Source: an optimization exercise on an open RTL-to-GDS flow (aim: small area). Production flows keep margins and buffers that such runs may drop.
Where RTL was checked, it was by simulation tests only, not by an equivalence proof against the original.
Only the layout flow was run in runs 2 to 6; the RTL was not checked for function there.
Power figures rest on the tool's default switching activity, not on a simulated workload.

File: flow/config.mk
export PLATFORM = sky130hd
export DESIGN_NAME = iic_driver
export DESIGN_NICKNAME = iic_driver
export VERILOG_FILES = /design/flow/design.v
export SDC_FILE = /design/flow/constraint.sdc
export NUM_CORES = 4
export LEC_CHECK = 0
export CAP_MARGIN = 20
export CORE_MARGIN = 2
export CORE_UTILIZATION = 40
export SLEW_MARGIN = 20
File: flow/constraint.sdc
create_clock -name core_clock -period 10.0 [get_ports {clk_in}]
set_input_delay 2.0000 -clock core_clock [delete_from_list [all_inputs] [get_ports {clk_in}]]
set_output_delay 2.0000 -clock core_clock [all_outputs]
set_load 0.01 [all_outputs]
File: flow/design.v
`timescale 1ns / 1ps
module iic_driver #
	(
		parameter	CLKIN_MHz = 100,
		parameter 	IIC_KHz = 1000,
		parameter	TIMEOUT_us = 1,
		parameter	RESTART_DELAY_us = 0
	)
	(
	input 				clk_in,
	input 				rst_n,
	input 				sda_in,
	output				sda_out,
	output				sda_en,
	output				scl,
	input				cmd_en,
	input	[7:0]		addr,
	input	[31:0]		cmd,
	input	[2:0]		cmd_len,
	input				wdata_vld,
	input	[7:0]		wdata,
	input	[7:0]		rd_len,
	output	reg [7:0]	rdata,
	output				rdata_vld,
	output				cmd_done,
	output	reg 		opt_err
    );
localparam	S_IDLE0   = 4'b0000,	 
			S_IDLE1   = 4'b0001,	 
			S_STARTA  = 4'b0010,	 
			S_STARTR  = 4'b0011,	 
			S_W_ADDR  = 4'b0100,
			S_W_CMD   = 4'b0101,
			S_W_WR    = 4'b0110,
			S_W_RADDR = 4'b0111,
			S_A_ADDR  = 4'b1000,
			S_A_CMD   = 4'b1001,
			S_A_WR    = 4'b1010,
			S_A_RADDR = 4'b1011,
			S_DELAY   = 4'b1100,
			S_READ    = 4'b1101,
			S_ASK     = 4'b1110,
			S_STOP    = 4'b1111;
reg [3:0]	st, nst;
reg [6:0]	clk_cnt;	 
reg			cnt_flag;
reg [7:0]	tcnt;		 
reg [7:0]	bc;			 
reg [5:0]	wn;			 
reg			cmd_en_z;
reg [7:0]	fifo [0:31];
wire rise   = cmd_en & ~cmd_en_z;
wire c24    = (clk_cnt == 7'd24);
wire c99    = (clk_cnt == 7'd99);
wire ge74   = (clk_cnt >= 7'd74);
wire ge50   = (clk_cnt >= 7'd50);
wire lt25   = (clk_cnt < 7'd25);
wire is_idle  = (st[3:1] == 3'b000);
wire is_start = (st[3:1] == 3'b001);
wire is_w     = (st[3:2] == 2'b01);
wire is_a     = (st[3:2] == 2'b10);
wire tmo      = tcnt >= 8'd156;
wire last_bit = (tcnt[3:0] == 4'd7);
wire last_cmd = (bc[1:0] == cmd_len[1:0]);
wire last_wr  = (bc[5:0] == wn);
wire last_rd  = (bc == rd_len);
wire wn_zero  = (wn == 6'd0);
wire align    = (st == S_W_ADDR) & ~bc[5];
wire consume  = (st == S_W_WR) & c24 & last_bit;
wire shift    = wdata_vld | align | consume;
always @(*) begin
	nst = st;
	case (st)
	S_IDLE0, S_IDLE1:
		if (rise) nst = S_STARTA;
	S_STARTA:
		if (c99) nst = S_W_ADDR;
	S_STARTR:
		if (c99) nst = S_W_RADDR;
	S_W_ADDR, S_W_CMD, S_W_WR, S_W_RADDR:
		if (c24 & last_bit) nst = {2'b10, st[1:0]};
	S_A_ADDR:
		if (c24) begin
			if (tmo) nst = S_STOP;
			else if (cmd_len != 3'd0) nst = S_W_CMD;
			else if (addr[0]) nst = S_READ;
			else nst = S_W_WR;
		end
	S_A_CMD:
		if (c24) begin
			if (tmo) nst = S_STOP;
			else if (!last_cmd) nst = S_W_CMD;
			else if (addr[0]) nst = S_DELAY;
			else if (wn_zero) nst = S_STOP;
			else nst = S_W_WR;
		end
	S_A_WR:
		if (c24) begin
			if (tmo | last_wr) nst = S_STOP;
			else nst = S_W_WR;
		end
	S_A_RADDR:
		if (c24) nst = tmo ? S_STOP : S_READ;
	S_DELAY:
		if (c24) nst = S_STARTR;
	S_READ:
		if (c24 & last_bit) nst = S_ASK;
	S_ASK:
		if (c24) nst = last_rd ? S_STOP : S_READ;
	S_STOP:
		if (c24) nst = S_IDLE1;
	endcase
end
always @(posedge clk_in or negedge rst_n)
	if (~rst_n) st <= S_IDLE0;
	else st <= nst;
always @(posedge clk_in) begin
	cmd_en_z <= cmd_en;
	if (is_idle | c99) clk_cnt <= 7'd0;
	else if (cnt_flag) clk_cnt <= clk_cnt + 7'd1;
	cnt_flag <= ~((is_a & ge74 & ~tmo & sda_in) | ((nst == S_DELAY) & (st != S_DELAY)));
	if (is_a) tcnt <= c24 ? 8'd0 : tcnt + 8'd1;
	else if (is_w | (st == S_READ)) begin
		if (c24) tcnt <= tcnt + 8'd1;
	end
	else if (st == S_ASK) tcnt <= 8'd0;
	else tcnt <= 8'hff;
	if (is_idle) bc <= {7'd0, wdata_vld};
	else if (st == S_STARTA) begin
		if (wdata_vld) bc <= bc + 8'd1;
		if (c99) wn <= bc[5:0];
	end
	else if (align) bc <= bc + 8'd1;
	else if ((st == S_A_ADDR) | (st == S_A_RADDR) | (st == S_DELAY) | ((st == S_A_CMD) & c24 & last_cmd))
		bc <= 8'd0;
	else if (((st == S_W_CMD) | (st == S_W_WR) | (st == S_READ)) & c24 & last_bit)
		bc <= bc + 8'd1;
	if (c99) rdata <= {rdata[6:0], sda_in};
end
integer i;
always @(posedge clk_in)
	if (shift) begin
		fifo[0] <= wdata;
		for (i = 1; i < 32; i = i + 1)
			fifo[i] <= fifo[i-1];
	end
always @(posedge clk_in or negedge rst_n)
	if (~rst_n) opt_err <= 1'b0;
	else if (rise) opt_err <= 1'b0;
	else if (is_a & tmo) opt_err <= 1'b1;
reg [7:0] txb;
always @(*) begin
	case (st[1:0])
	2'b00: txb = {addr[7:1], (cmd_len == 3'd0) ? addr[0] : 1'b0};
	2'b01: case (bc[1:0])
			2'd0: txb = cmd[7:0];
			2'd1: txb = cmd[15:8];
			2'd2: txb = cmd[23:16];
			default: txb = cmd[31:24];
			endcase
	2'b10: txb = fifo[31];
	default: txb = {addr[7:1], 1'b1};
	endcase
end
reg sda_o;
always @(*) begin
	case (st)
	S_STARTA, S_STARTR: sda_o = ~ge50;
	S_W_ADDR, S_W_CMD, S_W_WR, S_W_RADDR: sda_o = tcnt[3] ? 1'b0 : txb[~tcnt[2:0]];
	S_ASK:  sda_o = last_rd;
	S_STOP: sda_o = lt25;
	default: sda_o = 1'b1;
	endcase
end
assign sda_out = sda_o;
assign sda_en = ~(is_a | (st == S_READ));
assign scl = is_idle | is_start | ge50 | (((st == S_DELAY) | (st == S_STOP)) & lt25);
assign rdata_vld = (st == S_ASK) & (clk_cnt == 7'd25);
assign cmd_done  = (st == S_IDLE1);
endmodule
File: flow/run.sh
#!/bin/bash
# synth_recipe.tcl (not shown) runs the flow's synth.tcl, then flattens the netlist and writes it again
# the make line also repeats each setting of config.mk as NAME=value (left out here)
make -C /OpenROAD-flow-scripts/flow DESIGN_CONFIG=/design/flow/config.mk WORK_HOME=/design/flow/orfs CLKGATE_MAP_FILE= SYNTH_SCRIPT=/design/flow/synth_recipe.tcl finish
==> run_results.csv, run 1 <==
group,metric,value,unit
outcome,status,"timing/DRC/antenna clean",
pwr,power,2.70,mW
clock_network,htreeDepth,1,
logic_synthesis,synth.cell_area,0.0110,mm^2
grt,grt_pass1_wl,29800,um
sta,rsz0062_at_grt,"false",
die,coreArea,0.0270,mm^2
setup_path,startpoint,"cmd_len[1]",
cells_and_area,diodes,0,
cells_and_area,syn_to_final_growth,20.0,%
clock_network,clk_pin_slew,0.07,ns
pwr,power_frac_comb,0.021,
clock_network,cts_resized,0,
sta,whs,0.405,ns
route,drt-initial-drc-count,506,
sta,maxSlewViolCount,0,
setup_path,cp-start-kind,"input port",
die,fp-row-count,60,
die,die-area,0.0287,mm^2
logic_synthesis,synthCells,622,
route,route.detailed.drc,0,
grt,met2_usage,0.202,
die,die_x,169,um
setup_path,endpoint,"sda_out",
cells_and_area,drive_gt1_frac,0.0913,
clock_network,cts_tree,"built",
logic_synthesis,synthFlopType,"edfxtp_1",
setup_path,crit_path_end_kind,"output pin",
job,timing.max_cap.violations,0,
logic_synthesis,synth_edf_count,279,
place,place.gp.congestion,0.900,
route,routed_wirelength,18800,um
place,hpwlAfterDp,11500,um
logic_synthesis,synth-seq-cells,300,
grt,grt_start_max_net_pins,90,
setup_path,critPathArrivalTime,4.32,ns
cells_and_area,fin_cells,1075,
route,vias,5631,
setup_path,critPathRequiredTime,8.00,ns
setup_path,cp_max_fo,3,
pwr,internal_power,2.18,mW
sta,setup_viol,0,
sta,clock_skew,0.0280,ns
grt,grt_pass1_vias,5597,
setup_path,r2r_cells,9,
logic_synthesis,yosysWarnings,2,
clock_network,numCtsBuffers,30,
clock_network,clk_latency,0.57,ns
cells_and_area,nets,784,
pwr,ir_drop,0.000169,V
grt,grt-busiest-layer,"met2",
pwr,switchingPower,0.520,mW
clock_network,cts_root_buffer,"clkbuf_16",
pwr,p_leak,4.41,nW
clock_network,cts_buffer_depth,3,
pwr,p_per_area,205,mW/mm^2
pwr,seq_power_share,0.539,
die,start_util,0.406,
pwr,clockPowerShare,0.440,
sta,worst_pin_slew,1.04,ns
sta,max_freq,158,MHz
logic_synthesis,syn_avg_cell_area,17.6,um^2
die,io_pins,78,
logic_synthesis,yosysSeqAreaShare,0.806,
sta,timing.final.crit_share,0.632,
sta,hold_violations,0,
setup_path,crit_type,"in -> out",
grt,grt_antenna_before_repair,0,
clock_network,clock_sinks,300,
cells_and_area,final_common_cell,"edfxtp_1",
clock_network,cts_setup_buffers,0,
die,die_h,169,um
grt,gr-usage-all-layers,0.131,
setup_path,timing.rr.start,"clk_cnt[1]$_SDFFE_PP0P_",
setup_path,regToRegSetupSlack,5.85,ns
clock_network,cts_hold_repair.buffers,0,
cells_and_area,final_util,0.488,
route,wire_per_inst,17.5,um
sta,tns,0,ns
route,drt-vias-per-instance,5.24,
grt,gr-usage-met3,0.0289,
logic_synthesis,synth.net_count,696,
pwr,switching_share,0.193,
route,ant_nets,0,
logic_synthesis,synth_async_sr_flop_share,0.0167,
setup_path,rr_endpoint,"fifo[26][2]$_DFFE_PP_",
grt,grt_use_met1,0.183,
route,drtPass1Iterations,5,
sta,post-route-min-period,6.32,ns
min_path,worstHoldPathType,"reg -> reg",
grt,overflow,0,
sta,relSlewSlack,0.310,
place,numPlacedInstances,1019,
logic_synthesis,yosysUniqueCellTypes,66,
cells_and_area,most-common-layout-cells,"edfxtp_1, clkdlybuf4s50_1, nand2_1, clkbuf_16",
min_path,holdPathStages,0,
cells_and_area,fillers,2216,
place,port_buffers,77,
routing by layer:
metal,vias up,part of all wire
met1,2763,0.46
li1,2611,-
met2,211,0.44
met5,-,0
met4,0,0.027
met3,46,0.072
per-stage QoR:
| stage | instance area [um^2] | setup slack, ns |
|---|---|---|
| floorplan | 11000 | 2.25 |
| global placement | 12100 | 3.81 |
| detailed placement | 12100 | 3.77 |
| CTS | 13100 | 3.74 |
| global route | 13100 | 3.51 |
| finish | 13100 | 3.68 |
critical path, cell delays in order:
cell             delay, ns
clkdlybuf4s50_1       0.47
nor3_1                0.33
nand3b_1              0.15
o2111ai_1             0.25
a21oi_1               0.06
a2111oi_0             0.36
a2111o_1              0.15
clkdlybuf4s50_1       0.53
registers in the layout (all words and copies together) (netlist names), 4 cells and up:
| signal | flops |
|---|---|
| bc | 8 |
| tcnt | 8 |
| wn | 6 |
| fifo | 256 |
| st | 4 |
| rdata | 8 |
| clk_cnt | 7 |
power groups by stage:
stage	clock (mW)	combinational (mW)	sequential, mW
after detailed placement	0	0.0568	1.48
after CTS	1.23	0.0570	1.46
final	1.19	0.0558	1.46
after global placement	0	0.0545	1.48
after global routing	1.27	0.0613	1.46
after floorplan	0	0.0213	1.48
Yosys cell counts, types with 5 or more instances:
library cell	instances	share of area
and3_1	5	0.0029
inv_1	10	0.0034
nand3_1	15	0.0069
a21oi_1	13	0.0059
o21ai_0	25	0.011
ha_1	10	0.011
buf_2	11	0.0050
nor2b_1	11	0.0063
clkbuf_1	8	0.0027
a211oi_1	9	0.0062
dfxtp_1	16	0.029
edfxtp_1	279	0.76
xnor2_1	9	0.0072
nor2_1	25	0.0086
mux2i_1	6	0.0055
dfrtp_1	5	0.011
nand2_1	33	0.011
nor4_1	5	0.0029
nor3_1	7	0.0032
a222oi_1	8	0.0073
xor2_1	21	0.017
cell type report:
| cell class | instances | area (um^2) | area share |
|---|---|---|---|
| flip-flops and latches | 300 | 8820 | 0.671 |
| inverters | 12 | 45.0 | 0.00343 |
| well taps | 341 | 427 | 0.0325 |
| clock buffers | 30 | 751 | 0.0571 |
| clock inverters | 26 | 332 | 0.0252 |
| repair buffers | 82 | 808 | 0.0615 |
| multi-input cells | 284 | 1960 | 0.149 |
worst min path at each step:
stage / startpoint / to / slack [ns]
floorplan: fifo[9][0]$_DFFE_PP_ / fifo[10][0]$_DFFE_PP_ / 0.40
global placement: fifo[27][2]$_DFFE_PP_ / fifo[28][2]$_DFFE_PP_ / 0.40
detailed placement: fifo[13][6]$_DFFE_PP_ / fifo[14][6]$_DFFE_PP_ / 0.40
CTS: fifo[28][0]$_DFFE_PP_ / fifo[29][0]$_DFFE_PP_ / 0.40
global route: fifo[28][0]$_DFFE_PP_ / fifo[29][0]$_DFFE_PP_ / 0.40
finish: fifo[21][2]$_DFFE_PP_ / fifo[22][2]$_DFFE_PP_ / 0.40
logic make-up (layout without fill, tap and decap cells):
kind of cell / after synthesis / in the layout / share of synthesized area
DFF: 300 / 300 / 0.806
and+or+nand+nor: 132 / 132 / 0.0635
AOI/OAI and AO/OA: 105 / 105 / 0.0703
buffers and inverters: 38 / 150 / 0.0177
xor gates and xnor gates: 30 / 30 / 0.0240
adders and majority gates: 10 / 10 / 0.0114
muxes: 7 / 7 / 0.00754
==> run 2, diff against run 1 <==
--- a/flow/design.v
+++ b/flow/design.v
@@ -21,5 +21,5 @@
 	input	[7:0]		wdata,
 	input	[7:0]		rd_len,
-	output	reg [7:0]	rdata,
+	output	[7:0]	rdata,
 	output				rdata_vld,
 	output				cmd_done,
@@ -47,5 +47,4 @@
 reg [7:0]	tcnt;		 
 reg [7:0]	bc;			 
-reg [5:0]	wn;			 
 reg			cmd_en_z;
 reg [7:0]	fifo [0:31];
@@ -62,11 +61,11 @@
 wire tmo      = tcnt >= 8'd156;
 wire last_bit = (tcnt[3:0] == 4'd7);
-wire last_cmd = (bc[1:0] == cmd_len[1:0]);
-wire last_wr  = (bc[5:0] == wn);
+wire last_cmd = (bc[7:6] == cmd_len[1:0]);
+wire last_wr  = bc[5];
 wire last_rd  = (bc == rd_len);
-wire wn_zero  = (wn == 6'd0);
-wire align    = (st == S_W_ADDR) & ~bc[5];
+wire align    = (st == S_STARTA) & clk_cnt[6] & ~tcnt[5];
 wire consume  = (st == S_W_WR) & c24 & last_bit;
-wire shift    = wdata_vld | align | consume;
+wire rd_shift = (st == S_READ) & c99;
+wire shift    = wdata_vld | align | consume | rd_shift;
 always @(*) begin
 	nst = st;
@@ -92,5 +91,5 @@
 			else if (!last_cmd) nst = S_W_CMD;
 			else if (addr[0]) nst = S_DELAY;
-			else if (wn_zero) nst = S_STOP;
+			else if (last_wr) nst = S_STOP;
 			else nst = S_W_WR;
 		end
@@ -125,21 +124,19 @@
 	end
 	else if (st == S_ASK) tcnt <= 8'd0;
+	else if (is_idle) tcnt <= {7'd0, wdata_vld};
+	else if ((st == S_STARTA) & ~c99) begin
+		if (wdata_vld | align) tcnt <= tcnt + 8'd1;
+	end
 	else tcnt <= 8'hff;
-	if (is_idle) bc <= {7'd0, wdata_vld};
-	else if (st == S_STARTA) begin
-		if (wdata_vld) bc <= bc + 8'd1;
-		if (c99) wn <= bc[5:0];
-	end
-	else if (align) bc <= bc + 8'd1;
-	else if ((st == S_A_ADDR) | (st == S_A_RADDR) | (st == S_DELAY) | ((st == S_A_CMD) & c24 & last_cmd))
+	if (is_idle) bc <= 8'd0;
+	else if (align | consume | (((st == S_W_CMD) | (st == S_READ)) & c24 & last_bit))
+		bc <= bc + ((st == S_W_CMD) ? 8'd64 : 8'd1);
+	else if ((st == S_A_RADDR) | ((st == S_A_ADDR) & addr[0]))
 		bc <= 8'd0;
-	else if (((st == S_W_CMD) | (st == S_W_WR) | (st == S_READ)) & c24 & last_bit)
-		bc <= bc + 8'd1;
-	if (c99) rdata <= {rdata[6:0], sda_in};
 end
 integer i;
 always @(posedge clk_in)
 	if (shift) begin
-		fifo[0] <= wdata;
+		fifo[0] <= st[3] ? {fifo[0][6:0], sda_in} : wdata;
 		for (i = 1; i < 32; i = i + 1)
 			fifo[i] <= fifo[i-1];
@@ -153,5 +150,5 @@
 	case (st[1:0])
 	2'b00: txb = {addr[7:1], (cmd_len == 3'd0) ? addr[0] : 1'b0};
-	2'b01: case (bc[1:0])
+	2'b01: case (bc[7:6])
 			2'd0: txb = cmd[7:0];
 			2'd1: txb = cmd[15:8];
@@ -176,4 +173,5 @@
 assign sda_en = ~(is_a | (st == S_READ));
 assign scl = is_idle | is_start | ge50 | (((st == S_DELAY) | (st == S_STOP)) & lt25);
+assign rdata     = fifo[0];
 assign rdata_vld = (st == S_ASK) & (clk_cnt == 7'd25);
 assign cmd_done  = (st == S_IDLE1);
==> flow/flow/run.sh (new file) <==
#!/bin/bash
set -euo pipefail
export BUFFER_PORTS_ARGS="-buffer_cell sky130_fd_sc_hd__buf_1"
export CTS_ARGS="-sink_clustering_enable -repair_clock_nets -dont_use_dummy_load"
bash standard.sh > flow_make.log 2>&1
==> flow/standard.sh (new file) <==
#!/bin/bash
# synth_recipe.tcl (not shown) runs the flow's synth.tcl, then flattens the netlist and writes it again
# the make line also repeats each setting of config.mk as NAME=value (left out here)
make -C /OpenROAD-flow-scripts/flow DESIGN_CONFIG=/design/flow/config.mk WORK_HOME=/design/flow/orfs CLKGATE_MAP_FILE= SYNTH_SCRIPT=/design/flow/synth_recipe.tcl "${@:-finish}"
removed: flow/run.sh
==> run_results.csv, run 2 <==
group,metric,value,unit
sta,setup_viol,0,
setup_path,crit_path_end_kind,"output pin",
setup_path,timing.rr.start,"clk_cnt[1]$_SDFFE_PP0P_",
logic_synthesis,synth_top_family_by_area,"simple AND/OR/NAND/NOR gates",
cells_and_area,reg_top3,"fifo: 256 flops, bc: 8 flops, tcnt: 8 flops",
logic_synthesis,netlist.area_leader.share,0.754,
logic_synthesis,synthCells,604,
clock_network,cts_hold_repair.buffers,0,
logic_synthesis,synth_edf_count,264,
setup_path,critPathRequiredTime,8.00,ns
job,timing.max_cap.violations,0,
route,drt-initial-drc-count,447,
cells_and_area,syn_to_final_growth,13.2,%
logic_synthesis,synth_area_leaders,"edfxtp_1, dfxtp_1, nor2_1",
logic_synthesis,yosysWarnings,2,
outcome,status,"timing/DRC/antenna clean",
logic_synthesis,synth.cell_area,0.0105,mm^2
cells_and_area,drive_gt1_frac,0.0796,
route,routed_wirelength,17600,um
clock_network,cts_buffer_depth,3,
route,vias,5405,
setup_path,crit_chain,"buf_1, nor3_1, a311oi_1, o41ai_1, a211oi_1, o41ai_1, buf_1",
die,die-area,0.0276,mm^2
setup_path,critPathArrivalTime,3.60,ns
route,route.detailed.drc,0,
min_path,hold_start,"fifo[22][1]$_DFFE_PP_",
logic_synthesis,synth-seq-cells,286,
route,drt-vias-per-instance,5.27,
clock_network,clk_latency,0.54,ns
die,die_x,166,um
logic_synthesis,synthSimpleGateAreaFrac,0.0630,
die,coreArea,0.0259,mm^2
grt,overflow,0,
cells_and_area,most-common-layout-cells,"edfxtp_1, buf_1, nor2_1, clkbuf_16, a21oi_1",
clock_network,cts_setup_buffers,0,
setup_path,r2r_cells,8,
setup_path,crit_type,"in -> out",
logic_synthesis,synthFlopType,"edfxtp_1",
cells_and_area,final_cell_area,0.0119,mm^2
place,place.gp.congestion,0.923,
clock_network,cts_root_buffer,"clkbuf_16",
cells_and_area,final_common_cell,"edfxtp_1",
min_path,holdPathStages,0,
sta,hold_violations,0,
grt,grt_start_max_net_pins,232,
sta,maxSlewViolCount,0,
grt,grt_antenna_before_repair,0,
logic_synthesis,yosysSeqAreaShare,0.798,
logic_synthesis,synth_adder_area_share,0.0107,
sta,tns,0,ns
setup_path,cp-start-kind,"input port",
pwr,power,2.78,mW
logic_synthesis,syn_avg_cell_area,17.4,um^2
logic_synthesis,synth.area.mux_share,0.0297,
logic_synthesis,synth_async_sr_flop_share,0.0175,
grt,gr-usage-all-layers,0.127,
cells_and_area,diodes,0,
logic_synthesis,synth-xor-area-share,0.0208,
logic_synthesis,yosysTopAreaCell,"edfxtp_1",
pwr,ir_drop,0.000146,V
route,drtPass1Iterations,5,
pwr,p_per_area,233,mW/mm^2
logic_synthesis,netlist_top_cells_count,"edfxtp_1, nor2_1, a21oi_1, nand2_1, o21ai_0",
cells_and_area,fin_cells,1026,
setup_path,startpoint,"cmd_len[0]",
clock_network,clock_sinks,286,
sta,clock_skew,0.0619,ns
sta,rsz0062_at_grt,"false",
logic_synthesis,synth.net_count,677,
logic_synthesis,synth_compound_area_frac,0.0614,
die,fp-row-count,59,
pwr,p_leak,4.01,nW
clock_network,numCtsBuffers,28,
grt,grt_pass1_vias,5525,
sta,worst_pin_slew,1.01,ns
place,numPlacedInstances,997,
cells_and_area,top_register,"fifo",
sta,timing.final.crit_share,0.560,
die,die_h,166,um
route,wire_per_inst,17.1,um
sta,post-route-min-period,5.60,ns
sta,relSlewSlack,0.324,
place,port_buffers,77,
setup_path,cpPeakStageDelay,0.38,ns
clock_network,htreeDepth,1,
place,dpl_cell_area,0.0112,mm^2
setup_path,path_delay_family,"compound AO/OA/AOI/OAI gates",
cells_and_area,largest_register_ffs,256,
setup_path,critical_path_buf_inv_count,2,
setup_path,cp_slowest_cell,"o41ai_1",
logic_synthesis,yosysUniqueCellTypes,62,
min_path,worstHoldPathType,"reg -> reg",
die,start_util,0.406,
setup_path,regToRegSetupSlack,6.03,ns
clock_network,cts_tree,"built",
clock_network,clk_pin_slew,0.06,ns
min_path,whs_endpoint,"fifo[23][1]$_DFFE_PP_",
grt,grt_pass1_wl,28800,um
cells_and_area,nets,766,
route,ant_nets,0,
setup_path,rr_endpoint,"fifo[26][1]$_DFFE_PP_",
place,hpwlAfterDp,10700,um
die,io_pins,78,
logic_synthesis,yosysMostFrequentCell,"edfxtp_1",
setup_path,cp_max_fo,3,
sta,max_freq,179,MHz
clock_network,cts_resized,0,
==> run 2: cells by family after synthesis <==
family | Yosys count
DFF | 286
AOI/OAI and AO/OA | 97
xor gates and xnor gates | 25
and+or+nand+nor | 124
muxes | 24
adders and majority gates | 9
buffers and inverters | 39
==> run 2: how the worst max path moves through the flow <==
stage	endpoint	depth (start not counted)
6_report	sda_out	7
5_1_grt	sda_out	7
3_5_place_dp	sda_out	7
3_3_place_gp	sda_out	7
4_1_cts	sda_out	7
2_1_floorplan	fifo[0][0]$_DFFE_PP_	6
==> run 2: per-stage QoR <==
stage	utilization	hold WS [ns]	setup WS [ns]
2_1_floorplan	-	0.400	1.41
3_3_place_gp	0.431	0.404	4.50
3_5_place_dp	0.431	0.405	4.42
6_report	0.460	0.390	4.40
4_1_cts	0.458	0.389	4.41
5_1_grt	0.460	0.398	4.24
==> run 2: worst reg2reg max path, cell delays in order (launching register included) <==
cell and delay, ns:
dfxtp_1 0.38, inv_1 0.11, ha_1 0.15, or4b_1 0.59, or4_1 0.66, o31ai_4 0.27
buf_4 0.36, buf_12 0.47, buf_16 0.46
==> run 2: area by class of cell <==
cell class              count  area [um^2]
flip-flops and latches    286         8390
well taps                 335          419
inverters                  14         52.6
repair buffers             84          374
fillers                  2208        14000
multi-input cells         279         1970
clock buffers              28          701
==> run 2: report_power, final <==
part | switching (mW) | internal, mW | leakage (nW)
clock | 0.371 | 0.487 | 0.345
sequential | 0.0686 | 1.43 | 2.79
combinational | 0.275 | 0.147 | 0.868
==> run 2: per-layer routing <==
metal / GRT usage / vias to the layer above / wire [um]
met2: 0.200 / 185 / 8050
met1: 0.176 / 2674 / 7950
met5: 0 / - / 0
li1: - / 2510 / -
met4: 0.0420 / 0 / 506
met3: 0.0267 / 36 / 1090
==> run 3, diff against run 2 <==
==> flow/run.sh (new file) <==
#!/bin/bash
# synth_recipe.tcl (not shown) runs the flow's synth.tcl, then flattens the netlist and writes it again
# the make line also repeats each setting of config.mk as NAME=value (left out here)
make -C /OpenROAD-flow-scripts/flow DESIGN_CONFIG=/design/flow/config.mk WORK_HOME=/design/flow/orfs CLKGATE_MAP_FILE= SYNTH_SCRIPT=/design/flow/synth_recipe.tcl finish
--- a/flow/config.mk
+++ b/flow/config.mk
@@ -9,3 +9,4 @@
 export CORE_MARGIN = 2
 export CORE_UTILIZATION = 40
+export CTS_BUF_LIST = sky130_fd_sc_hd__clkbuf_8
 export SLEW_MARGIN = 20
removed: flow/flow/run.sh
removed: flow/standard.sh
==> run_results.csv, run 3 <==
group,metric,value,unit
die,io_pins,78,
setup_path,cp_slowest_cell,"clkdlybuf4s50_1",
logic_synthesis,synth.net_count,677,
sta,setup_viol,0,
cells_and_area,fillers,2221,
sta,worst_pin_slew,0.921,ns
clock_network,cts_setup_buffers,0,
cells_and_area,reg_top3,"fifo: 256 flops, bc: 8 flops, tcnt: 8 flops",
place,hpwlAfterDp,11000,um
setup_path,crit_chain,"clkdlybuf4s50_1, nor3_1, a311oi_1, o41ai_1, a211oi_1, o41ai_1, clkdlybuf4s50_1",
cells_and_area,diodes,0,
clock_network,cts_tree,"built",
setup_path,cp-start-kind,"input port",
cells_and_area,top_register,"fifo",
logic_synthesis,netlist.area_leader.share,0.754,
logic_synthesis,syn_avg_cell_area,17.4,um^2
route,vias,5532,
pwr,ir_drop,0.000100,V
clock_network,numCtsBuffers,46,
sta,setup_slack,3.61,ns
logic_synthesis,synthCells,604,
logic_synthesis,synthFlopType,"edfxtp_1",
route,routed_wirelength,18700,um
grt,gr-usage-all-layers,0.136,
job,timing.max_cap.violations,0,
min_path,worstHoldPathType,"reg -> reg",
logic_synthesis,yosysSeqAreaShare,0.798,
cells_and_area,final_util,0.483,
grt,met2_usage,0.208,
logic_synthesis,synth-seq-cells,286,
place,post-place-ws,3.65,ns
route,drt-vias-per-instance,5.14,
cells_and_area,final_common_cell,"edfxtp_1",
route,drt-initial-drc-count,506,
clock_network,clk_pin_slew,0.06,ns
clock_network,cts_buffer_depth,3,
sta,maxSlewViolCount,0,
grt,overflow,0,
sta,timing.final.crit_share,0.639,
clock_network,cts_hold_repair.buffers,0,
sta,whs,0.395,ns
clock_network,clk_latency,0.56,ns
pwr,power,2.87,mW
route,ant_nets,0,
logic_synthesis,synth.cell_area,0.0105,mm^2
setup_path,cpPeakStageDelay,0.61,ns
sta,hold_violations,0,
sta,tns,0,ns
cells_and_area,syn_to_final_growth,18.9,%
clock_network,cts_resized,0,
die,die_h,166,um
sta,clock_skew,0.0318,ns
setup_path,critical_path_buf_inv_count,2,
setup_path,cp_max_fo,3,
logic_synthesis,yosysMostFrequentCell,"edfxtp_1",
route,wire_per_inst,17.4,um
sta,relSlewSlack,0.386,
logic_synthesis,yosysUniqueCellTypes,62,
cells_and_area,most-common-layout-cells,"edfxtp_1, clkdlybuf4s50_1, clkbuf_8, nor2_1, inv_1",
grt,grt_start_max_net_pins,96,
pwr,p_per_area,229,mW/mm^2
logic_synthesis,synth_async_sr_flop_share,0.0175,
clock_network,htreeDepth,2,
pwr,p_leak,4.35,nW
sta,post-route-min-period,6.39,ns
sta,max_freq,156,MHz
place,place.gp.congestion,0.889,
logic_synthesis,yosysTopAreaCell,"edfxtp_1",
setup_path,crit_type,"in -> out",
grt,grt-busiest-layer,"met2",
cells_and_area,drive_gt1_frac,0.108,
setup_path,path_delay_family,"buffers and inverters",
outcome,status,"timing/DRC/antenna clean",
grt,grt_pass1_wl,30400,um
grt,grt_antenna_before_repair,0,
die,start_util,0.406,
cells_and_area,largest_register_ffs,256,
route,route.detailed.drc,0,
clock_network,cts_root_buffer,"clkbuf_8",
grt,grt_pass1_vias,5678,
cells_and_area,nets,784,
logic_synthesis,netlist_top_cells_count,"edfxtp_1, nor2_1, a21oi_1, nand2_1, o21ai_0",
route,drtPass1Iterations,4,
die,die_x,166,um
sta,rsz0062_at_grt,"false",
logic_synthesis,yosysWarnings,2,
clock_network,clock_sinks,286,
die,die-area,0.0276,mm^2
grt,gr-usage-met3,0.0393,
place,port_buffers,77,
logic_synthesis,synth_area_leaders,"edfxtp_1, dfxtp_1, nor2_1",
setup_path,crit_path_end_kind,"output pin",
die,fp-row-count,59,
die,coreArea,0.0259,mm^2
cells_and_area,multiInputGateArea,0.00197,mm^2
setup_path,critPathArrivalTime,4.39,ns
setup_path,critPathRequiredTime,8.00,ns
cells_and_area,register_area,0.00839,mm^2
grt,grt_use_met1,0.187,
logic_synthesis,synth_edf_count,264,
-- run 3: cell counts after synthesis --
No cell type changed its count.
-- run 3: final timing paths --
| check | from | to | slack (ns) | depth (start not counted) |
|---|---|---|---|---|
| max | cmd_len[0] | sda_out | 3.61 | 7 |
| min | fifo[26][1]$_DFFE_PP_ | fifo[27][1]$_DFFE_PP_ | 0.40 | 0 |
| max reg2reg | clk_cnt[1]$_SDFFE_PP0P_ | fifo[22][7]$_DFFE_PP_ | 5.91 | 7 |
| min reg2reg | fifo[26][1]$_DFFE_PP_ | fifo[27][1]$_DFFE_PP_ | 0.40 | 0 |
| max in group asynchronous | rst_n | st[1]$_DFF_PN0_ | 8.13 | 1 |
| min in group asynchronous | rst_n | st[0]$_DFF_PN0_ | 1.67 | 1 |
-- run 3: logic make-up after synthesis --
logic type                 share of synthesized area
buffers and inverters                         0.0165
adders and majority gates                     0.0107
AOI/OAI and AO/OA                             0.0614
xor gates and xnor gates                      0.0208
muxes                                         0.0297
DFF                                            0.798
and+or+nand+nor                               0.0630
-- run 3: power by group --
group	total (mW)	internal [mW]	switching (mW)
combinational	0.449	0.174	0.276
sequential	1.49	1.43	0.0669
clock	0.922	0.490	0.433
total	2.87	2.09	0.775
-- run 3: per-stage QoR --
stage / instance area [um^2] / instances
5_1_grt: 12500 / 1077
2_1_floorplan: 10500 / 604
3_5_place_dp: 11700 / 998
6_report: 12500 / 1077
3_3_place_gp: 11700 / 998
4_1_cts: 12500 / 1077
-- run 3: metal layers --
layer / routed length [um] / vias up
met3: 1200 / 32
met2: 8420 / 174
met5: 0 / -
met4: 402 / 0
li1: - / 2578
met1: 8680 / 2748
-- run 3: worst register-to-register path, cell delays in order, from the launching register on --
cell and delay, ns:
dfxtp_1 0.38, inv_1 0.10, ha_1 0.14, or4b_1 0.58, or4_1 0.67, o31ai_4 0.27, buf_6 0.60, buf_4 0.90
-- run 3: cell type report --
cell class	instances	share of cell area
clock inverter	32	0.0156
sequential	286	0.671
clock buffer	47	0.0517
tap	335	0.0335
timing repair buffer	84	0.0664
multi-input combinational	279	0.157
inverter	14	0.00420
==> run 4, diff against run 3 <==
==> flow/flow/run.sh (new file) <==
#!/bin/bash
set -euo pipefail
export BUFFER_PORTS_ARGS="-buffer_cell sky130_fd_sc_hd__buf_1"
export CTS_ARGS="-sink_clustering_enable -repair_clock_nets -dont_use_dummy_load -buf_list sky130_fd_sc_hd__clkbuf_8 -sink_clustering_size 16 -sink_clustering_max_diameter 80"
bash standard.sh > flow_make.log 2>&1
==> flow/standard.sh (new file) <==
#!/bin/bash
# synth_recipe.tcl (not shown) runs the flow's synth.tcl, then flattens the netlist and writes it again
# the make line also repeats each setting of config.mk as NAME=value (left out here)
make -C /OpenROAD-flow-scripts/flow DESIGN_CONFIG=/design/flow/config.mk WORK_HOME=/design/flow/orfs CLKGATE_MAP_FILE= SYNTH_SCRIPT=/design/flow/synth_recipe.tcl "${@:-finish}"
--- a/flow/config.mk
+++ b/flow/config.mk
@@ -9,4 +9,3 @@
 export CORE_MARGIN = 2
 export CORE_UTILIZATION = 40
-export CTS_BUF_LIST = sky130_fd_sc_hd__clkbuf_8
 export SLEW_MARGIN = 20
removed: flow/run.sh
==> run_results.csv, run 4 <==
group,metric,value,unit
setup_path,cp-start-kind,"input port",
pwr,ir_drop,0.000137,V
clock_network,cts_root_buffer,"clkbuf_8",
clock_network,cts_setup_buffers,0,
route,route.detailed.drc,0,
cells_and_area,fin_cells,1020,
cells_and_area,diodes,0,
cells_and_area,syn_to_final_growth,9.40,%
clock_network,cts_buffer_depth,3,
cells_and_area,register_area,0.00839,mm^2
cells_and_area,final_common_cell,"edfxtp_1",
outcome,status,"timing/DRC/antenna clean",
logic_synthesis,synth-seq-cells,286,
cells_and_area,nets,760,
route,ant_nets,0,
logic_synthesis,yosysSeqAreaShare,0.798,
logic_synthesis,synth.cell_area,0.0105,mm^2
cells_and_area,top_register,"fifo",
pwr,p_leak,3.82,nW
clock_network,clock_sinks,286,
place,port_buffers,77,
clock_network,numCtsBuffers,22,
sta,post-route-min-period,5.67,ns
cells_and_area,multiInputGateArea,0.00197,mm^2
clock_network,htreeDepth,1,
setup_path,path_delay_family,"compound AO/OA/AOI/OAI gates",
setup_path,crit_chain,"buf_1, nor3_1, a311oi_1, o41ai_1, a211oi_1, o41ai_1, buf_1",
logic_synthesis,synth_async_sr_flop_share,0.0175,
die,fp-row-count,59,
logic_synthesis,synthFlopType,"edfxtp_1",
min_path,worstHoldPathType,"reg -> reg",
place,post-place-ws,4.42,ns
setup_path,r2r_cells,8,
grt,grt_start_max_net_pins,232,
cells_and_area,largest_register_ffs,256,
cells_and_area,reg_top3,"fifo: 256 flops, bc: 8 flops, tcnt: 8 flops",
cells_and_area,drive_gt1_frac,0.0715,
logic_synthesis,yosysUniqueCellTypes,62,
route,routed_wirelength,17400,um
setup_path,critPathArrivalTime,3.67,ns
sta,relSlewSlack,0.318,
grt,gr-usage-all-layers,0.125,
route,drt-vias-per-instance,5.24,
route,vias,5345,
clock_network,cts_tree,"built",
logic_synthesis,synth.net_count,677,
cells_and_area,final_cell_area,0.0115,mm^2
grt,grt_pass1_vias,5442,
min_path,hold_start,"fifo[21][3]$_DFFE_PP_",
setup_path,critPathRequiredTime,8.00,ns
clock_network,clk_latency,0.53,ns
cells_and_area,final_util,0.444,
clock_network,cts_hold_repair.buffers,0,
sta,clock_skew,0.0770,ns
setup_path,crit_type,"in -> out",
clock_network,cts_resized,0,
sta,setup_viol,0,
setup_path,timing.rr.start,"clk_cnt[1]$_SDFFE_PP0P_",
logic_synthesis,netlist_top_cells_count,"edfxtp_1, nor2_1, a21oi_1, nand2_1, o21ai_0",
die,die_h,166,um
logic_synthesis,yosysMostFrequentCell,"edfxtp_1",
job,timing.max_cap.violations,0,
logic_synthesis,synthCells,604,
sta,timing.final.crit_share,0.567,
logic_synthesis,yosysTopAreaCell,"edfxtp_1",
setup_path,cp_max_fo,3,
grt,grt_pass1_wl,28500,um
cells_and_area,most-common-layout-cells,"edfxtp_1, buf_1, nor2_1, a21oi_1, clkbuf_8",
die,start_util,0.406,
place,place.gp.congestion,0.923,
place,hpwlAfterDp,10700,um
setup_path,cpPeakStageDelay,0.43,ns
logic_synthesis,yosysWarnings,2,
die,io_pins,78,
clock_network,clk_pin_slew,0.09,ns
logic_synthesis,syn_avg_cell_area,17.4,um^2
logic_synthesis,synth_area_leaders,"edfxtp_1, dfxtp_1, nor2_1",
setup_path,crit_cells,7,
sta,maxSlewViolCount,0,
die,coreArea,0.0259,mm^2
sta,setup_slack,4.33,ns
route,drtPass1Iterations,5,
route,drt-initial-drc-count,412,
setup_path,cp_slowest_cell,"o41ai_1",
sta,max_freq,176,MHz
sta,tns,0,ns
setup_path,critical_path_buf_inv_count,2,
die,die_x,166,um
grt,overflow,0,
min_path,holdPathStages,0,
sta,hold_violations,0,
grt,grt_antenna_before_repair,0,
logic_synthesis,netlist.area_leader.share,0.754,
place,numPlacedInstances,997,
sta,rsz0062_at_grt,"false",
route,wire_per_inst,17.1,um
cells_and_area,fillers,2253,
place,dpl_cell_area,0.0112,mm^2
logic_synthesis,synth_edf_count,264,
sta,worst_pin_slew,1.02,ns
die,die-area,0.0276,mm^2
setup_path,crit_path_end_kind,"output pin",
pwr,p_per_area,212,mW/mm^2
setup_path,startpoint,"cmd_len[0]",
## run 4: cell counts after synthesis
No cell type changed its count.
## run 4: per-stage QoR
stage               hold slack (ns)  total power, mW
floorplan                     0.400             1.80
global placement              0.404             1.92
detailed placement            0.405             1.94
CTS                           0.391             2.46
global route                  0.382             2.57
finish                        0.396             2.44
## run 4: report_power, final
part | leakage [nW] | switching (mW) | internal [mW]
Combinational | 0.868 | 0.273 | 0.147
Clock | 0.158 | 0.325 | 0.198
Sequential | 2.79 | 0.0690 | 1.42
Total | 3.82 | 0.667 | 1.77
## run 4: worst paths after layout
| path | endpoint | slack (ns) |
|---|---|---|
| hold reg to reg | fifo[22][3]$_DFFE_PP_ | 0.40 |
| max in group asynchronous | st[2]$_DFF_PN0_ | 8.44 |
| setup reg to reg | fifo[4][7]$_DFFE_PP_ | 6.01 |
| hold / removal | fifo[22][3]$_DFFE_PP_ | 0.40 |
| min in group asynchronous | st[3]$_DFF_PN0_ | 1.30 |
| setup / recovery | sda_out | 4.33 |
## run 4: final cells by class
class / instances / share of cell area
clock buffer: 22 / 0.0263
inverter: 14 / 0.00457
multi-input combinational: 279 / 0.171
sequential: 286 / 0.729
tap: 335 / 0.0364
timing repair buffer: 84 / 0.0325
## run 4: per-layer routing
| metal | up-vias | GRT usage | wire length (um) |
|---|---|---|---|
| met4 | 0 | 0.0348 | 429 |
| met3 | 30 | 0.0229 | 896 |
| met2 | 168 | 0.198 | 7850 |
| met5 | - | 0 | 0 |
| met1 | 2663 | 0.179 | 8240 |
| li1 | 2484 | - | - |
## run 4: cells by family after synthesis
group                    synth area share
buffers and inverters              0.0165
XOR/XNOR                           0.0208
adder cells (fa/ha/maj)            0.0107
AND/OR/NAND/NOR                    0.0630
AO/OA/AOI/OAI                      0.0614
multiplexers                       0.0297
flip-flops                          0.798
## run 4: worst reg2reg max path, stage by stage, from the launching register on
cell and delay [ns]:
dfxtp_1 0.40, inv_1 0.11, ha_1 0.15, or4b_1 0.59, or4_1 0.66, o31ai_4 0.27, buf_4 0.36, buf_12 0.55
buf_16 0.44
==> run 5, diff against run 4 <==
==> flow/flow/run.sh (replaced) <==
#!/bin/bash
set -euo pipefail
export BUFFER_PORTS_ARGS="-buffer_cell sky130_fd_sc_hd__buf_1"
export CTS_ARGS="-sink_clustering_enable -repair_clock_nets -dont_use_dummy_load -buf_list sky130_fd_sc_hd__clkbuf_16 -sink_clustering_size 30 -sink_clustering_max_diameter 100"
bash standard.sh > flow_make.log 2>&1
==> run_results.csv, run 5 <==
group,metric,value,unit
outcome,status,"timing/DRC/antenna clean",
pwr,power,2.48,mW
route,drt-vias-per-instance,5.24,
die,die-area,0.0276,mm^2
die,start_util,0.406,
logic_synthesis,synth-seq-cells,286,
place,port_buffers,77,
route,wire_per_inst,17.1,um
sta,whs,0.381,ns
logic_synthesis,synth_async_sr_flop_share,0.0175,
logic_synthesis,synthFlopType,"edfxtp_1",
setup_path,startpoint,"cmd_len[0]",
cells_and_area,reg_top3,"fifo: 256 flops, bc: 8 flops, tcnt: 8 flops",
setup_path,cp_max_fo,3,
cells_and_area,drive_gt1_frac,0.0606,
die,coreArea,0.0259,mm^2
cells_and_area,largest_register_ffs,256,
clock_network,clk_pin_slew,0.10,ns
cells_and_area,most-common-layout-cells,"edfxtp_1, buf_1, nor2_1, a21oi_1, nand2_1",
logic_synthesis,yosysTopAreaCell,"edfxtp_1",
cells_and_area,fin_cells,1012,
cells_and_area,final_common_cell,"edfxtp_1",
place,post-place-ws,4.42,ns
grt,grt_antenna_before_repair,0,
sta,worst_pin_slew,1.00,ns
place,numPlacedInstances,997,
sta,rsz0062_at_grt,"false",
sta,setup_slack,4.34,ns
clock_network,htreeDepth,1,
cells_and_area,diodes,0,
clock_network,cts_resized,0,
setup_path,regToRegSetupSlack,5.97,ns
logic_synthesis,netlist.area_leader.share,0.754,
logic_synthesis,yosysUniqueCellTypes,62,
sta,post-route-min-period,5.66,ns
setup_path,rr_endpoint,"fifo[13][0]$_DFFE_PP_",
sta,tns,0,ns
min_path,worstHoldPathType,"reg -> reg",
grt,grt_start_max_net_pins,232,
logic_synthesis,syn_avg_cell_area,17.4,um^2
clock_network,numCtsBuffers,14,
route,drt-initial-drc-count,478,
grt,grt_pass1_wl,28300,um
clock_network,cts_setup_buffers,0,
route,ant_nets,0,
pwr,internal_power,1.82,mW
sta,max_freq,177,MHz
setup_path,cp_slowest_cell,"o41ai_1",
grt,grt_use_met1,0.175,
grt,grt-busiest-layer,"met2",
logic_synthesis,yosysMostFrequentCell,"edfxtp_1",
grt,gr-usage-all-layers,0.124,
die,die_h,166,um
logic_synthesis,netlist_top_cells_count,"edfxtp_1, nor2_1, a21oi_1, nand2_1, o21ai_0",
logic_synthesis,yosysWarnings,2,
cells_and_area,nets,752,
grt,met2_usage,0.200,
setup_path,crit_path_end_kind,"output pin",
sta,maxSlewViolCount,0,
die,die_x,166,um
sta,setup_viol,0,
setup_path,critPathRequiredTime,8.00,ns
job,timing.max_cap.violations,0,
die,fp-row-count,59,
clock_network,clock_sinks,286,
setup_path,cpPeakStageDelay,0.42,ns
clock_network,clk_latency,0.48,ns
logic_synthesis,synthCells,604,
sta,relSlewSlack,0.325,
sta,hold_violations,0,
clock_network,cts_root_buffer,"clkbuf_16",
pwr,switchingPower,0.658,mW
die,io_pins,78,
logic_synthesis,synth.cell_area,0.0105,mm^2
pwr,power_frac_comb,0.169,
setup_path,crit_type,"in -> out",
setup_path,crit_chain,"buf_1, nor3_1, a311oi_1, o41ai_1, a211oi_1, o41ai_1, buf_1",
pwr,clockPowerShare,0.229,
grt,gr-usage-met3,0.0217,
place,place.gp.congestion,0.923,
cells_and_area,top_register,"fifo",
pwr,p_leak,3.83,nW
route,routed_wirelength,17300,um
route,vias,5300,
grt,overflow,0,
logic_synthesis,synth.net_count,677,
sta,timing.final.crit_share,0.566,
setup_path,timing.rr.start,"clk_cnt[1]$_SDFFE_PP0P_",
pwr,seq_power_share,0.602,
setup_path,critPathArrivalTime,3.66,ns
grt,grt_pass1_vias,5358,
setup_path,endpoint,"sda_out",
cells_and_area,syn_to_final_growth,9.85,%
pwr,ir_drop,0.000139,V
clock_network,cts_buffer_depth,3,
logic_synthesis,synth_area_leaders,"edfxtp_1, dfxtp_1, nor2_1",
route,drtPass1Iterations,5,
pwr,p_per_area,215,mW/mm^2
pwr,switching_share,0.265,
logic_synthesis,yosysSeqAreaShare,0.798,
logic_synthesis,synth_edf_count,264,
sta,clock_skew,0.0454,ns
route,route.detailed.drc,0,
place,hpwlAfterDp,10700,um
setup_path,cp-start-kind,"input port",
setup_path,r2r_cells,8,
clock_network,cts_tree,"built",
clock_network,cts_hold_repair.buffers,0,
-- run 5: cell counts after synthesis --
No cell type changed its count.
-- run 5: how the worst min path moves through the flow --
stage | from | end | slack (ns) | depth (start not counted)
2_1_floorplan | fifo[9][0]$_DFFE_PP_ | fifo[10][0]$_DFFE_PP_ | 0.40 | 0
3_3_place_gp | fifo[28][1]$_DFFE_PP_ | fifo[29][1]$_DFFE_PP_ | 0.40 | 0
3_5_place_dp | fifo[19][3]$_DFFE_PP_ | fifo[20][3]$_DFFE_PP_ | 0.40 | 0
4_1_cts | fifo[29][3]$_DFFE_PP_ | fifo[30][3]$_DFFE_PP_ | 0.38 | 0
5_1_grt | fifo[29][3]$_DFFE_PP_ | fifo[30][3]$_DFFE_PP_ | 0.38 | 0
6_report | fifo[29][3]$_DFFE_PP_ | fifo[30][3]$_DFFE_PP_ | 0.38 | 0
-- run 5: cells by family after synthesis --
group	after synthesis	share of synthesized area
flops	286	0.798
simple gates	124	0.0630
compound gates	97	0.0614
buf+inv	39	0.0165
xor+xnor	25	0.0208
mux	24	0.0297
fa+ha+maj	9	0.0107
-- run 5: critical path: cells and delay by family --
family | cells | cell delay [ns]
AO/OA/AOI/OAI | 4 | 1.02
AND/OR/NAND/NOR | 1 | 0.33
buffers and inverters | 2 | 0.31
-- run 5: layer usage --
layer,part of all wire,routed length (um),vias up
met1,0.47,8160,2643
met2,0.46,7860,154
met3,0.048,832,31
met4,0.024,414,0
met5,0,0,-
li1,-,-,2472
-- run 5: layout make-up --
cell class,count,area [um^2]
Clock buffer,14,350
Timing Repair Buffer,84,374
Sequential cell,286,8390
Multi-Input combinational cell,279,1970
Inverter,14,52.6
Fill cell,2246,14400
Tap cell,335,419
-- run 5: through the flow --
step	utilization	cell area (um^2)
finish	0.446	11600
global route	0.446	11600
CTS	0.445	11500
detailed placement	0.431	11200
global placement	0.431	11200
floorplan	-	10500
-- run 5: power by group through the flow --
stage | Sequential, mW | Clock (mW) | Combinational (mW)
after floorplan | 1.50 | 0 | 0.305
after global placement | 1.51 | 0 | 0.408
after detailed placement | 1.52 | 0 | 0.417
after CTS | 1.49 | 0.601 | 0.419
after global routing | 1.50 | 0.642 | 0.466
final | 1.49 | 0.568 | 0.420
==> run 6, diff against run 5 <==
--- a/flow/design.v
+++ b/flow/design.v
@@ -146,23 +146,14 @@
 	else if (rise) opt_err <= 1'b0;
 	else if (is_a & tmo) opt_err <= 1'b1;
-reg [7:0] txb;
-always @(*) begin
-	case (st[1:0])
-	2'b00: txb = {addr[7:1], (cmd_len == 3'd0) ? addr[0] : 1'b0};
-	2'b01: case (bc[7:6])
-			2'd0: txb = cmd[7:0];
-			2'd1: txb = cmd[15:8];
-			2'd2: txb = cmd[23:16];
-			default: txb = cmd[31:24];
-			endcase
-	2'b10: txb = fifo[31];
-	default: txb = {addr[7:1], 1'b1};
-	endcase
-end
+wire [2:0] bidx = ~tcnt[2:0];
+wire cmd_bit  = cmd[{bc[7:6], bidx}];
+wire addr_bit = (bidx == 3'd0) ? (st[0] | ((cmd_len == 3'd0) & addr[0])) : addr[bidx];
+wire wr_bit   = fifo[31][bidx];
+wire txbit    = (st[1:0] == 2'b01) ? cmd_bit : (st[1:0] == 2'b10) ? wr_bit : addr_bit;
 reg sda_o;
 always @(*) begin
 	case (st)
 	S_STARTA, S_STARTR: sda_o = ~ge50;
-	S_W_ADDR, S_W_CMD, S_W_WR, S_W_RADDR: sda_o = tcnt[3] ? 1'b0 : txb[~tcnt[2:0]];
+	S_W_ADDR, S_W_CMD, S_W_WR, S_W_RADDR: sda_o = ~tcnt[3] & txbit;
 	S_ASK:  sda_o = last_rd;
 	S_STOP: sda_o = lt25;
==> flow/flow/run.sh (replaced) <==
#!/bin/bash
set -euo pipefail
export BUFFER_PORTS_ARGS="-buffer_cell sky130_fd_sc_hd__buf_1"
export CTS_ARGS="-sink_clustering_enable -repair_clock_nets -dont_use_dummy_load -buf_list sky130_fd_sc_hd__clkbuf_8 -sink_clustering_size 16 -sink_clustering_max_diameter 80"
bash standard.sh > flow_make.log 2>&1
==> run_results.csv, run 6 <==
group,metric,value,unit
setup_path,regToRegSetupSlack,5.97,ns
setup_path,crit_chain,"buf_1, mux4_2, mux4_2, mux2i_1, nand2_1, o311ai_1, o311ai_1, buf_1",
grt,grt_use_met1,0.162,
route,drtPass1Iterations,5,
logic_synthesis,yosysUniqueCellTypes,60,
cells_and_area,final_util,0.443,
clock_network,numCtsBuffers,22,
pwr,seq_power_share,0.712,
setup_path,cp_max_fo,1,
route,drt-initial-drc-count,431,
logic_synthesis,synth_edf_count,264,
cells_and_area,fillers,2270,
clock_network,cts_setup_buffers,0,
die,die-area,0.0274,mm^2
route,route.detailed.drc,0,
pwr,clockPowerShare,0.266,
grt,met2_usage,0.168,
setup_path,crit_path_end_kind,"output pin",
sta,max_freq,173,MHz
logic_synthesis,synth_async_sr_flop_share,0.0175,
sta,clock_skew,0.0647,ns
pwr,internal_power,1.59,mW
place,hpwlAfterDp,9470,um
logic_synthesis,synth.cell_area,0.0104,mm^2
cells_and_area,final_common_cell,"edfxtp_1",
grt,grt_antenna_before_repair,0,
clock_network,clock_sinks,286,
place,port_buffers,77,
clock_network,clk_latency,0.51,ns
die,fp-row-count,59,
logic_synthesis,synth.net_count,643,
logic_synthesis,yosysTopAreaCell,"edfxtp_1",
clock_network,clk_pin_slew,0.10,ns
logic_synthesis,synthFlopType,"edfxtp_1",
grt,overflow,0,
pwr,power_frac_comb,0.022,
setup_path,cpPeakStageDelay,0.48,ns
logic_synthesis,netlist.area_leader.share,0.760,
cells_and_area,register_area,0.00839,mm^2
setup_path,timing.rr.start,"st[1]$_DFF_PN0_",
min_path,worstHoldPathType,"reg -> reg",
cells_and_area,reg_top3,"fifo: 256 flops, bc: 8 flops, tcnt: 8 flops",
clock_network,cts_hold_repair.buffers,0,
grt,gr-usage-all-layers,0.110,
die,die_x,166,um
clock_network,cts_root_buffer,"clkbuf_8",
sta,tns,0,ns
logic_synthesis,yosysWarnings,2,
sta,worst_pin_slew,0.800,ns
route,routed_wirelength,15600,um
setup_path,critPathArrivalTime,3.79,ns
route,vias,5051,
route,ant_nets,0,
clock_network,htreeDepth,1,
min_path,hold_start,"fifo[21][6]$_DFFE_PP_",
cells_and_area,nets,729,
logic_synthesis,syn_avg_cell_area,18.3,um^2
setup_path,crit_type,"in -> out",
sta,whs,0.372,ns
logic_synthesis,yosysSeqAreaShare,0.804,
setup_path,critPathRequiredTime,8.00,ns
logic_synthesis,synth-seq-cells,286,
sta,setup_viol,0,
pwr,switching_share,0.187,
pwr,ir_drop,0.000103,V
logic_synthesis,netlist_top_cells_count,"edfxtp_1, nor2_1, a21oi_1, nand2_1, xor2_1",
route,wire_per_inst,15.8,um
cells_and_area,multiInputGateArea,0.00190,mm^2
clock_network,cts_tree,"built",
setup_path,r2r_cells,6,
grt,grt-busiest-layer,"met2",
min_path,whs_endpoint,"fifo[22][6]$_DFFE_PP_",
cells_and_area,syn_to_final_growth,9.65,%
sta,post-route-min-period,5.79,ns
setup_path,rr_endpoint,"fifo[21][2]$_DFFE_PP_",
sta,maxSlewViolCount,0,
grt,gr-usage-met3,0.0230,
place,place.gp.congestion,0.814,
setup_path,cp-start-kind,"input port",
logic_synthesis,synthCells,569,
clock_network,cts_buffer_depth,3,
die,coreArea,0.0258,mm^2
route,drt-vias-per-instance,5.11,
job,timing.max_cap.violations,0,
die,start_util,0.404,
cells_and_area,diodes,0,
sta,hold_violations,0,
clock_network,cts_resized,0,
pwr,p_per_area,170,mW/mm^2
pwr,p_leak,3.83,nW
cells_and_area,drive_gt1_frac,0.0888,
pwr,switchingPower,0.365,mW
sta,relSlewSlack,0.465,
die,die_h,166,um
grt,grt_start_max_net_pins,240,
grt,grt_pass1_wl,24200,um
logic_synthesis,synth_area_leaders,"edfxtp_1, dfxtp_1, mux4_2",
cells_and_area,top_register,"fifo",
logic_synthesis,yosysMostFrequentCell,"edfxtp_1",
setup_path,cp_slowest_cell,"mux4_2",
cells_and_area,most-common-layout-cells,"edfxtp_1, buf_1, nor2_1, a21oi_1, clkbuf_8",
sta,rsz0062_at_grt,"false",
min_path,holdPathStages,0,
grt,grt_pass1_vias,4721,
sta,timing.final.crit_share,0.579,
cells_and_area,largest_register_ffs,256,
die,io_pins,78,
outcome,status,"timing/DRC/antenna clean",
==> run 6: cell families after synthesis <==
| family | Yosys count | synth area share |
|---|---|---|
| flops | 286 | 0.804 |
| xor+xnor | 22 | 0.0185 |
| mux | 26 | 0.0426 |
| fa+ha+maj | 10 | 0.0120 |
| compound gates | 79 | 0.0510 |
| simple gates | 109 | 0.0565 |
| buf+inv | 37 | 0.0153 |
==> run 6: worst max-delay path, delay by kind of cell <==
| family | cells | cell delay, ns |
|---|---|---|
| AO/OA/AOI/OAI | 2 | 0.32 |
| multiplexers | 3 | 1.14 |
| AND/OR/NAND/NOR | 1 | 0.08 |
| buffers and inverters | 2 | 0.25 |
==> run 6: how the worst max path moves through the flow <==
stage                                        from                    to  slack, ns  depth (start not counted)
final                                     cmd[24]               sda_out       4.21                          8
after global routing                      cmd[24]               sda_out       4.13                          8
after CTS                                 cmd[24]               sda_out       4.21                          8
after detailed placement                  cmd[24]               sda_out       4.21                          8
after global placement                    cmd[24]               sda_out       4.21                          8
after floorplan           clk_cnt[0]$_SDFFE_PP0P_  fifo[0][0]$_DFFE_PP_       1.48                          6
==> run 6: area by class of cell <==
class,count,area share
multi-input combinational,246,0.166
sequential,286,0.733
inverter,17,0.00558
tap,335,0.0366
timing repair buffer,82,0.0318
clock buffer,22,0.0265
==> run 6: power groups by stage <==
stage	sequential [mW]	clock (mW)	combinational, mW
floorplan	1.42	0	0.0234
global placement	1.41	0	0.0416
detailed placement	1.42	0	0.0434
CTS	1.39	0.552	0.0435
global route	1.40	0.592	0.0487
finish	1.39	0.519	0.0438
==> run 6: layer usage <==
layer | up-vias | share of wire | wire length [um]
li1 | 2367 | - | -
met1 | 2511 | 0.47 | 7280
met2 | 149 | 0.45 | 7060
met3 | 24 | 0.061 | 955
met4 | 0 | 0.019 | 300
met5 | - | 0 | 0
==> run 6: metrics by stage <==
stage	instances	instance area (um^2)	total power, mW	worst slack, ns
detailed placement	964	11100	1.46	4.21
CTS	986	11400	1.99	4.21
global placement	963	11100	1.46	4.21
global route	988	11400	2.04	4.13
floorplan	569	10400	1.44	1.48
finish	988	11400	1.95	4.21
==> run 7, diff against run 6 <==
--- a/flow/design.v
+++ b/flow/design.v
@@ -63,5 +63,5 @@
 wire last_cmd = (bc[7:6] == cmd_len[1:0]);
 wire last_wr  = bc[5];
-wire last_rd  = (bc == rd_len);
+wire last_rd  = &bc;	 
 wire align    = (st == S_STARTA) & clk_cnt[6] & ~tcnt[5];
 wire consume  = (st == S_W_WR) & c24 & last_bit;
@@ -132,6 +132,6 @@
 	else if (align | consume | (((st == S_W_CMD) | (st == S_READ)) & c24 & last_bit))
 		bc <= bc + ((st == S_W_CMD) ? 8'd64 : 8'd1);
-	else if ((st == S_A_RADDR) | ((st == S_A_ADDR) & addr[0]))
-		bc <= 8'd0;
+	else if ((st == S_A_RADDR) | ((st == S_A_ADDR) & addr[0] & (cmd_len == 3'd0)))
+		bc <= ~rd_len;
 end
 integer i;
==> run_results.csv, run 7 <==
group,metric,value,unit
min_path,hold_start,"fifo[20][6]$_DFFE_PP_",
logic_synthesis,synth_edf_count,264,
min_path,whs_endpoint,"fifo[21][6]$_DFFE_PP_",
die,die_h,166,um
cells_and_area,nets,748,
logic_synthesis,synthCells,593,
route,drtPass1Iterations,5,
route,wire_per_inst,16.5,um
logic_synthesis,synth_area_leaders,"edfxtp_1, dfxtp_1, mux4_2",
setup_path,critPathRequiredTime,8.00,ns
logic_synthesis,synth-seq-cells,286,
place,hpwlAfterDp,10200,um
grt,grt_start_max_net_pins,87,
place,dpl_cell_area,0.0111,mm^2
cells_and_area,drive_gt1_frac,0.0789,
cells_and_area,fin_cells,1007,
route,route.detailed.drc,0,
sta,clock_skew,0.0453,ns
cells_and_area,final_common_cell,"edfxtp_1",
logic_synthesis,synth_async_sr_flop_share,0.0175,
setup_path,cp-start-kind,"input port",
logic_synthesis,syn_avg_cell_area,17.7,um^2
setup_path,crit_path_end_kind,"output pin",
clock_network,cts_resized,0,
clock_network,cts_hold_repair.buffers,0,
setup_path,crit_type,"in -> out",
logic_synthesis,netlist_top_cells_count,"edfxtp_1, nor2_1, a21oi_1, nand2_1, clkbuf_1",
route,routed_wirelength,16600,um
die,coreArea,0.0259,mm^2
pwr,p_leak,3.77,nW
logic_synthesis,yosysMostFrequentCell,"edfxtp_1",
sta,timing.final.crit_share,0.571,
cells_and_area,final_cell_area,0.0114,mm^2
grt,gr-usage-all-layers,0.118,
setup_path,timing.rr.start,"tcnt[0]$_DFFE_PP_",
logic_synthesis,synth.net_count,667,
grt,grt_antenna_before_repair,0,
grt,grt_pass1_vias,5183,
sta,rsz0062_at_grt,"false",
route,vias,5269,
grt,grt_pass1_wl,26800,um
clock_network,clk_pin_slew,0.09,ns
die,die_x,166,um
clock_network,cts_buffer_depth,3,
route,ant_nets,0,
clock_network,clock_sinks,286,
grt,overflow,0,
die,io_pins,78,
clock_network,htreeDepth,1,
place,port_buffers,77,
sta,tns,0,ns
sta,worst_pin_slew,1.02,ns
logic_synthesis,yosysWarnings,2,
pwr,power,1.96,mW
logic_synthesis,synthFlopType,"edfxtp_1",
place,place.gp.congestion,0.837,
logic_synthesis,yosysSeqAreaShare,0.799,
pwr,ir_drop,0.000110,V
clock_network,numCtsBuffers,22,
logic_synthesis,synth.cell_area,0.0105,mm^2
outcome,status,"timing/DRC/antenna clean",
job,timing.max_cap.violations,0,
setup_path,critPathArrivalTime,3.71,ns
sta,setup_viol,0,
logic_synthesis,yosysUniqueCellTypes,61,
cells_and_area,final_util,0.442,
cells_and_area,reg_top3,"fifo: 256 flops, bc: 8 flops, tcnt: 8 flops",
clock_network,cts_tree,"built",
cells_and_area,syn_to_final_growth,9.05,%
sta,maxSlewViolCount,0,
cells_and_area,most-common-layout-cells,"edfxtp_1, buf_1, nor2_1, a21oi_1",
clock_network,cts_root_buffer,"clkbuf_8",
clock_network,cts_setup_buffers,0,
setup_path,r2r_cells,7,
sta,relSlewSlack,0.322,
pwr,p_per_area,172,mW/mm^2
place,numPlacedInstances,985,
setup_path,regToRegSetupSlack,5.43,ns
die,start_util,0.405,
min_path,holdPathStages,0,
route,drt-initial-drc-count,483,
min_path,worstHoldPathType,"reg -> reg",
sta,post-route-min-period,5.71,ns
logic_synthesis,netlist.area_leader.share,0.755,
cells_and_area,largest_register_ffs,256,
sta,max_freq,175,MHz
setup_path,cp_max_fo,1,
route,drt-vias-per-instance,5.23,
logic_synthesis,yosysTopAreaCell,"edfxtp_1",
cells_and_area,top_register,"fifo",
setup_path,rr_endpoint,"fifo[26][1]$_DFFE_PP_",
clock_network,clk_latency,0.53,ns
die,fp-row-count,59,
cells_and_area,diodes,0,
die,die-area,0.0276,mm^2
sta,hold_violations,0,
run 7: cell types whose count changed in the layout (fill, tap and decap cells not counted), moves of 3 or more:
cell      before  now
inv_1         17   13
nand3_1        9   14
nand3b_1       0    3
a221oi_1       0    3
o21ai_0        8   16
o32a_1         1    5
nor2b_1        4    9
xor2_1        19   10
nor2_1        28   32
o21ai_1        4    0
nor3_1         7   12
buf_4          1    5
a211oi_1       4    1
or3b_1         5    0
run 7: worst max-delay path, stage by stage:
cell and delay [ns]:
buf_1 0.08, mux4_2 0.45, nor2b_1 0.14, a2111oi_0 0.45, a31oi_1 0.08, a31oi_1 0.19, o311ai_0 0.14, buf_1 0.17
run 7: cells by family (layout without fill, tap and decap cells):
logic type      count (synthesis)  after routing  share of synthesized area
compound gates                 92             92                     0.0599
xor+xnor                       15             15                     0.0125
fa+ha+maj                      10             10                     0.0119
buf+inv                        39            118                     0.0156
flops                         286            286                      0.799
mux                            24             24                     0.0381
simple gates                  127            127                     0.0624
run 7: stage by stage:
| step | hold WS (ns) | worst slack, ns |
|---|---|---|
| final | 0.401 | 4.29 |
| after global routing | 0.392 | 4.08 |
| after CTS | 0.402 | 4.27 |
| after detailed placement | 0.405 | 4.30 |
| after global placement | 0.402 | 4.34 |
| after floorplan | 0.400 | 2.94 |
run 7: worst max-delay path by stage:
stage | startpoint | slack (ns) | depth (start not counted) | to
global route | cmd[5] | 4.08 | 8 | sda_out
detailed placement | cmd[4] | 4.30 | 8 | sda_out
global placement | cmd[4] | 4.34 | 8 | sda_out
finish | cmd[4] | 4.29 | 8 | sda_out
floorplan | wdata_vld | 2.94 | 2 | fifo[0][0]$_DFFE_PP_
CTS | cmd[4] | 4.27 | 8 | sda_out
run 7: report_power, final:
part | internal [mW] | switching [mW] | total, mW
sequential | 1.38 | 0.0177 | 1.39
clock | 0.198 | 0.327 | 0.525
combinational | 0.0159 | 0.0315 | 0.0474
total | 1.59 | 0.376 | 1.96
run 7: routing by layer:
layer  vias to the layer above  track usage  routed length [um]
li1                       2451            -                   -
met1                      2624        0.170                7910
met2                       159        0.182                7470
met3                        35       0.0248                 873
met4                         0       0.0321                 375
met5                         -            0                   0
run 7: final cells by class:
cell class	instances	area (um^2)
clock buffer	22	303
fill	2218	14500
inverter	14	52.6
multi-input combinational	268	1950
sequential	286	8390
tap	335	419
timing repair buffer	82	327

==> port drivers added, routing unchanged <==
The flow's constraints put no driver on any port. The routed layouts listed below were extracted and timed again, unchanged, in two steps. Step 1 sets driving cells, clkbuf_16 on the clock port and buf_2 on the other inputs (assumed; they add their load-dependent delay and slew). Step 2 times the ports against the registers' clock, not the clock port: input delays grow and output delays shrink by t, the midpoint of the rising clock arrivals with the driver on. Slacks: no drivers / after step 1 / after step 2; pairs: no drivers / after step 1.
run | shift t [ns] | setup WS [ns] | latest minus earliest clock arrival (ns) | slew at the worst register clock pin (ns) | worst slew at a driven data input, ns
run 1 | 0.592 | 3.684 / 3.653 / 3.653 | 0.028 / 0.028 | 0.07 / 0.07 | 0.06
run 2 | 0.557 | 4.405 / 4.382 / 4.382 | 0.062 / 0.062 | 0.06 / 0.06 | 0.05
run 3 | 0.579 | 3.607 / 3.577 / 3.577 | 0.033 / 0.033 | 0.06 / 0.06 | 0.05
run 4 | 0.532 | 4.331 / 4.308 / 4.308 | 0.077 / 0.077 | 0.10 / 0.10 | 0.05
run 5 | 0.497 | 4.345 / 4.321 / 4.321 | 0.045 / 0.045 | 0.10 / 0.10 | 0.05
run 6 | 0.522 | 4.211 / 4.183 / 4.183 | 0.065 / 0.066 | 0.10 / 0.10 | 0.06
run 7 | 0.540 | 4.295 / 4.268 / 4.268 | 0.045 / 0.045 | 0.10 / 0.10 | 0.05
After both steps every run listed still meets setup and hold. For run 1, which loses most, drivers alone change the setup slack by -0.031 ns; drivers and shift together by -0.031 ns.
